Context: an optimization exercise on an open-source flow, tuned for small area. The choices shown serve that exercise and are no tape-out recipe. At most, simulation tests tie the RTL to the original design; equivalence was not proved.

==> v33 <==
==> flow/design.v <==
module remessagizer
  ( CLK, RESET,
    packet, packetValid,
    message, messageValid );
   input               CLK;
   input               RESET;
   input [7:0]         packet;
   input               packetValid;
   output [7:0]        message;
   output reg          messageValid;
   localparam R    = 210;         
   localparam D    = 4;           
   localparam S    = 32;          
   localparam NTAP = (R + S - 1) / S;
   reg [2:0]           hp;       
   reg                 indata;   
   reg [3:0]           prem;     
   reg [7:0]           mrem;     
   wire                dbyte  = packetValid & indata;
   wire                hbyte  = packetValid & ~indata & (hp == 3'd4) & (mrem == 8'd0);
   wire                wr     = dbyte | hbyte;           
   wire                done   = dbyte & (mrem == 8'd1);   
   always @(posedge CLK) begin
      if (RESET)
        mrem <= 8'd0;
      else if (hbyte)
        mrem <= packet;
      else if (dbyte)
        mrem <= mrem - 8'd1;
   end
   always @(posedge CLK) begin
      if (RESET | ~packetValid) begin
         hp <= 3'd0;
         indata <= 1'b0;
      end else if (~indata) begin
         hp <= hp + 3'd1;
         if (hp == 3'd5)
           prem <= packet[3:0];
         if (hp == 3'd7)
           indata <= 1'b1;
      end else begin
         prem <= prem - 4'd1;
         if (prem == 4'd1) begin
            indata <= 1'b0;
            hp <= 3'd4;
         end
      end
   end
   reg [8*D-1:0]       dl;
   reg [D-1:0]         f;
   reg [D-1:0]         dd;       
   wire [8*D-1:0]      age;
   wire [D-1:0]        pend;
   assign age  = {dl[8*D-1:8], packet};
   assign pend = {f[D-1:1], wr};
   reg [7:0]           p_w;      
   wire                portok = (p_w % D == 0);
   wire                wnow   = portok & (pend != 0);
   reg [D-1:0]         sel;      
   reg [7:0]           wdata;
   integer             i;
   always @* begin
      sel = 0;
      for (i = 0; i < D; i = i + 1)
        if (pend[i])
          sel = 1 << i;
      wdata = 8'd0;
      for (i = 0; i < D; i = i + 1)
        wdata = wdata | (age[8*i +: 8] & {8{sel[i]}});
   end
   always @(posedge CLK) begin
      dl[8*D-1:8] <= age[8*D-9:0];
      f[D-1:1] <= pend[D-2:0] & ~(sel[D-2:0] & {(D-1){wnow}});
      dd[D-1:1] <= {dd[D-2:1], done};
      if (RESET) begin
         f[D-1:1] <= 0;
         dd[D-1:1] <= 0;
      end
   end
   reg [7:0]           h;        
   reg [4:0]           cnt;      
   reg [7:0]           drem;     
   wire [7:0]          tapno   = h / S;
   wire                attap   = (h % S == 0);
   wire                start   = ~messageValid & (cnt != 5'd0) & attap;
   wire                consume = start | messageValid;
   wire                sweep   = (p_w <= h);    
   reg [8*R-1:0]       ring;
   wire [8*R-1:0]      ring_t;   
   wire [8*NTAP-1:0]   tapv;
   wire [7:0]          tapval = tapv[8*tapno +: 8];
   assign message = messageValid ? tapval : 8'd0;
   genvar j;
   generate
      for (j = 0; j < R; j = j + 1) begin : st
         localparam P   = (j + R - 1) % R;       
         localparam INV = ((P / D) % 2 == 1);    
         wire [7:0] prev = ring_t[8*P +: 8];
         assign ring_t[8*j +: 8] = ring[8*j +: 8] ^ {8{INV}};
         if (P % D == 0) begin : port
            wire       clr;
            if (P % S == 0) begin : tap
               if (P == 0)
                 assign clr = (consume & (tapno == 0)) | sweep;
               else
                 assign clr = consume & (tapno == P / S);
               assign tapv[8*(P/S) +: 8] = prev;
            end else begin : notap
               assign clr = 1'b0;
            end
            wire       we = wnow & (p_w == P);
            wire [7:0] nxt = (prev & {8{~clr}}) | (wdata & {8{we}});
            always @(posedge CLK)
              ring[8*j +: 8] <= nxt ^ {8{INV}};
         end else begin : plain
            always @(posedge CLK)
              ring[8*j +: 8] <= ring[8*P +: 8];
         end
      end
   endgenerate
   always @(posedge CLK) begin
      if (RESET) begin
         messageValid <= 1'b0;
         cnt <= 5'd0;
         p_w <= 8'd0;
         h <= 8'd0;
      end else begin
         cnt <= cnt + {4'd0, dd[D-1]} - {4'd0, start};
         if (start) begin
            drem <= tapval;
            messageValid <= 1'b1;
         end else if (messageValid) begin
            drem <= drem - 8'd1;
            if (drem == 8'd1)
              messageValid <= 1'b0;
         end
         if (~wnow)
           p_w <= (p_w == R - 1) ? 8'd0 : p_w + 8'd1;
         if (~consume)
           h <= (h == R - 1) ? 8'd0 : h + 8'd1;
      end
   end
endmodule
==> flow/run.sh <==
#!/bin/bash
# synth_recipe.tcl (not shown) runs the flow's synth.tcl, then flattens the netlist and writes it again
# the make line also repeats each setting of config.mk as NAME=value (left out here)
make -C /OpenROAD-flow-scripts/flow DESIGN_CONFIG=/design/flow/config.mk WORK_HOME=/design/flow/orfs CLKGATE_MAP_FILE= SYNTH_SCRIPT=/design/flow/synth_recipe.tcl finish
==> flow/config.mk <==
export PLATFORM = sky130hd
export DESIGN_NAME = remessagizer
export DESIGN_NICKNAME = remessagizer
export VERILOG_FILES = /design/flow/design.v
export SDC_FILE = /design/flow/constraint.sdc
export NUM_CORES = 4
export LEC_CHECK = 0
export CAP_MARGIN = 20
export CORE_MARGIN = 10
export CORE_UTILIZATION = 40
export CTS_CLUSTER_DIAMETER = 60
export CTS_CLUSTER_SIZE = 30
export SLEW_MARGIN = 20
==> flow/constraint.sdc <==
create_clock -name core_clock -period 10.0 [get_ports {CLK}]
set_input_delay 2.0000 -clock core_clock [delete_from_list [all_inputs] [get_ports {CLK}]]
set_output_delay 2.0000 -clock core_clock [all_outputs]
set_load 0.01 [all_outputs]
==> v4 (differences from v33) <==
--- a/flow/design.v
+++ b/flow/design.v
@@ -16,3 +16,2 @@
    reg                 indata;   
-   reg [3:0]           prem;     
    reg [7:0]           mrem;     
@@ -36,12 +35,7 @@
          hp <= hp + 3'd1;
-         if (hp == 3'd5)
-           prem <= packet[3:0];
          if (hp == 3'd7)
            indata <= 1'b1;
-      end else begin
-         prem <= prem - 4'd1;
-         if (prem == 4'd1) begin
-            indata <= 1'b0;
-            hp <= 3'd4;
-         end
+      end else if (mrem == 8'd1) begin
+         indata <= 1'b0;
+         hp <= 3'd4;
       end
@@ -58,2 +52,4 @@
    wire                wnow   = portok & (pend != 0);
+   wire [7:0]          pa = 8'd1 << p_w[7:5];
+   wire [7:0]          pb = {8{wnow}} & (8'd1 << p_w[4:2]);
    reg [D-1:0]         sel;      
@@ -110,3 +106,3 @@
             end
-            wire       we = wnow & (p_w == P);
+            wire       we = pa[P/32] & pb[(P/D)%8];
             wire [7:0] nxt = (prev & {8{~clr}}) | (wdata & {8{we}});
--- a/flow/config.mk
+++ b/flow/config.mk
@@ -10,4 +10,5 @@
 export CORE_UTILIZATION = 40
-export CTS_CLUSTER_DIAMETER = 60
-export CTS_CLUSTER_SIZE = 30
+export CTS_BUF_LIST = sky130_fd_sc_hd__clkbuf_8
+export CTS_CLUSTER_DIAMETER = 90
+export CTS_CLUSTER_SIZE = 19
 export SLEW_MARGIN = 20
==> v6 (differences from v33) <==
--- a/flow/design.v
+++ b/flow/design.v
@@ -58,2 +58,4 @@
    wire                wnow   = portok & (pend != 0);
+   wire [7:0]          pa = 8'd1 << p_w[7:5];
+   wire [7:0]          pb = {8{wnow}} & (8'd1 << p_w[4:2]);
    reg [D-1:0]         sel;      
@@ -110,3 +112,3 @@
             end
-            wire       we = wnow & (p_w == P);
+            wire       we = pa[P/32] & pb[(P/D)%8];
             wire [7:0] nxt = (prev & {8{~clr}}) | (wdata & {8{we}});
--- a/flow/config.mk
+++ b/flow/config.mk
@@ -10,4 +10,5 @@
 export CORE_UTILIZATION = 40
-export CTS_CLUSTER_DIAMETER = 60
-export CTS_CLUSTER_SIZE = 30
+export CTS_BUF_LIST = sky130_fd_sc_hd__clkbuf_8
+export CTS_CLUSTER_DIAMETER = 120
+export CTS_CLUSTER_SIZE = 18
 export SLEW_MARGIN = 20
==> impl_results.md <==
- DRT iter0 DRCs: 1505
- Netlist Area Pre-Place: 41000 µm²
- Min Tclk post-route: 5280 ps
- Status: timing/DRC/antenna clean
Source of the figures above: v33

==> impl_results.md <==
- Netlist Area Pre-Place: 41200 µm²
- DRT iter0 DRCs: 1250
- Status: timing/DRC/antenna clean
- Worst Tran Pin Value: 1160 ps
- Min Tclk post-route: 5940 ps
- Hold Path Depth: 0
Source of the figures above: v4

==> impl_results.md <==
- DRT iter0 DRCs: 1254
- Count of input and output buffers: 19
- Syn Nets: 2777
- Status: timing/DRC/antenna clean
- CTS Hold Bufs: 0
- Netlist Area Pre-Place: 40900 µm²
- CP max stage cell: dfxtp_1
- Post-synthesis mux area share: 0.474%
- M1 wire length: approximately 39000 µm
Source of the figures above: v6

Function not checked in v4: the RTL went through the layout flow alone.

-- what the ideal ports hide --
Ports are ideal in the flow. The routed layouts listed here were re-timed in OpenROAD. Step 1 sets driving cells, clkbuf_16 on the clock port and buf_2 on the other inputs (assumed; they add their load-dependent delay and slew). Step 2 moves the port delays by t, midway between the first and last clock arrival at a register: inputs arrive t later, outputs are due t later. That takes back most of the time a late clock gives input paths. Three values: no drivers, after step 1, after step 2; two values: the first two.
| run | t (ns) | setup WS [ns] | worst hold slack (ns) | worst data-port slew with drivers (ns) |
|---|---|---|---|---|
| v33 | 0.711 | 4.724 / 4.657 / 4.836 | 0.317 / 0.317 / 0.317 | 0.04 |
| v4 | 0.804 | 4.064 / 3.999 / 4.609 | 0.317 / 0.317 / 0.317 | 0.07 |
| v6 | 0.828 | 4.609 / 4.546 / 5.333 | 0.307 / 0.307 / 0.307 | 0.04 |
After both steps setup and hold are still met in every run listed.
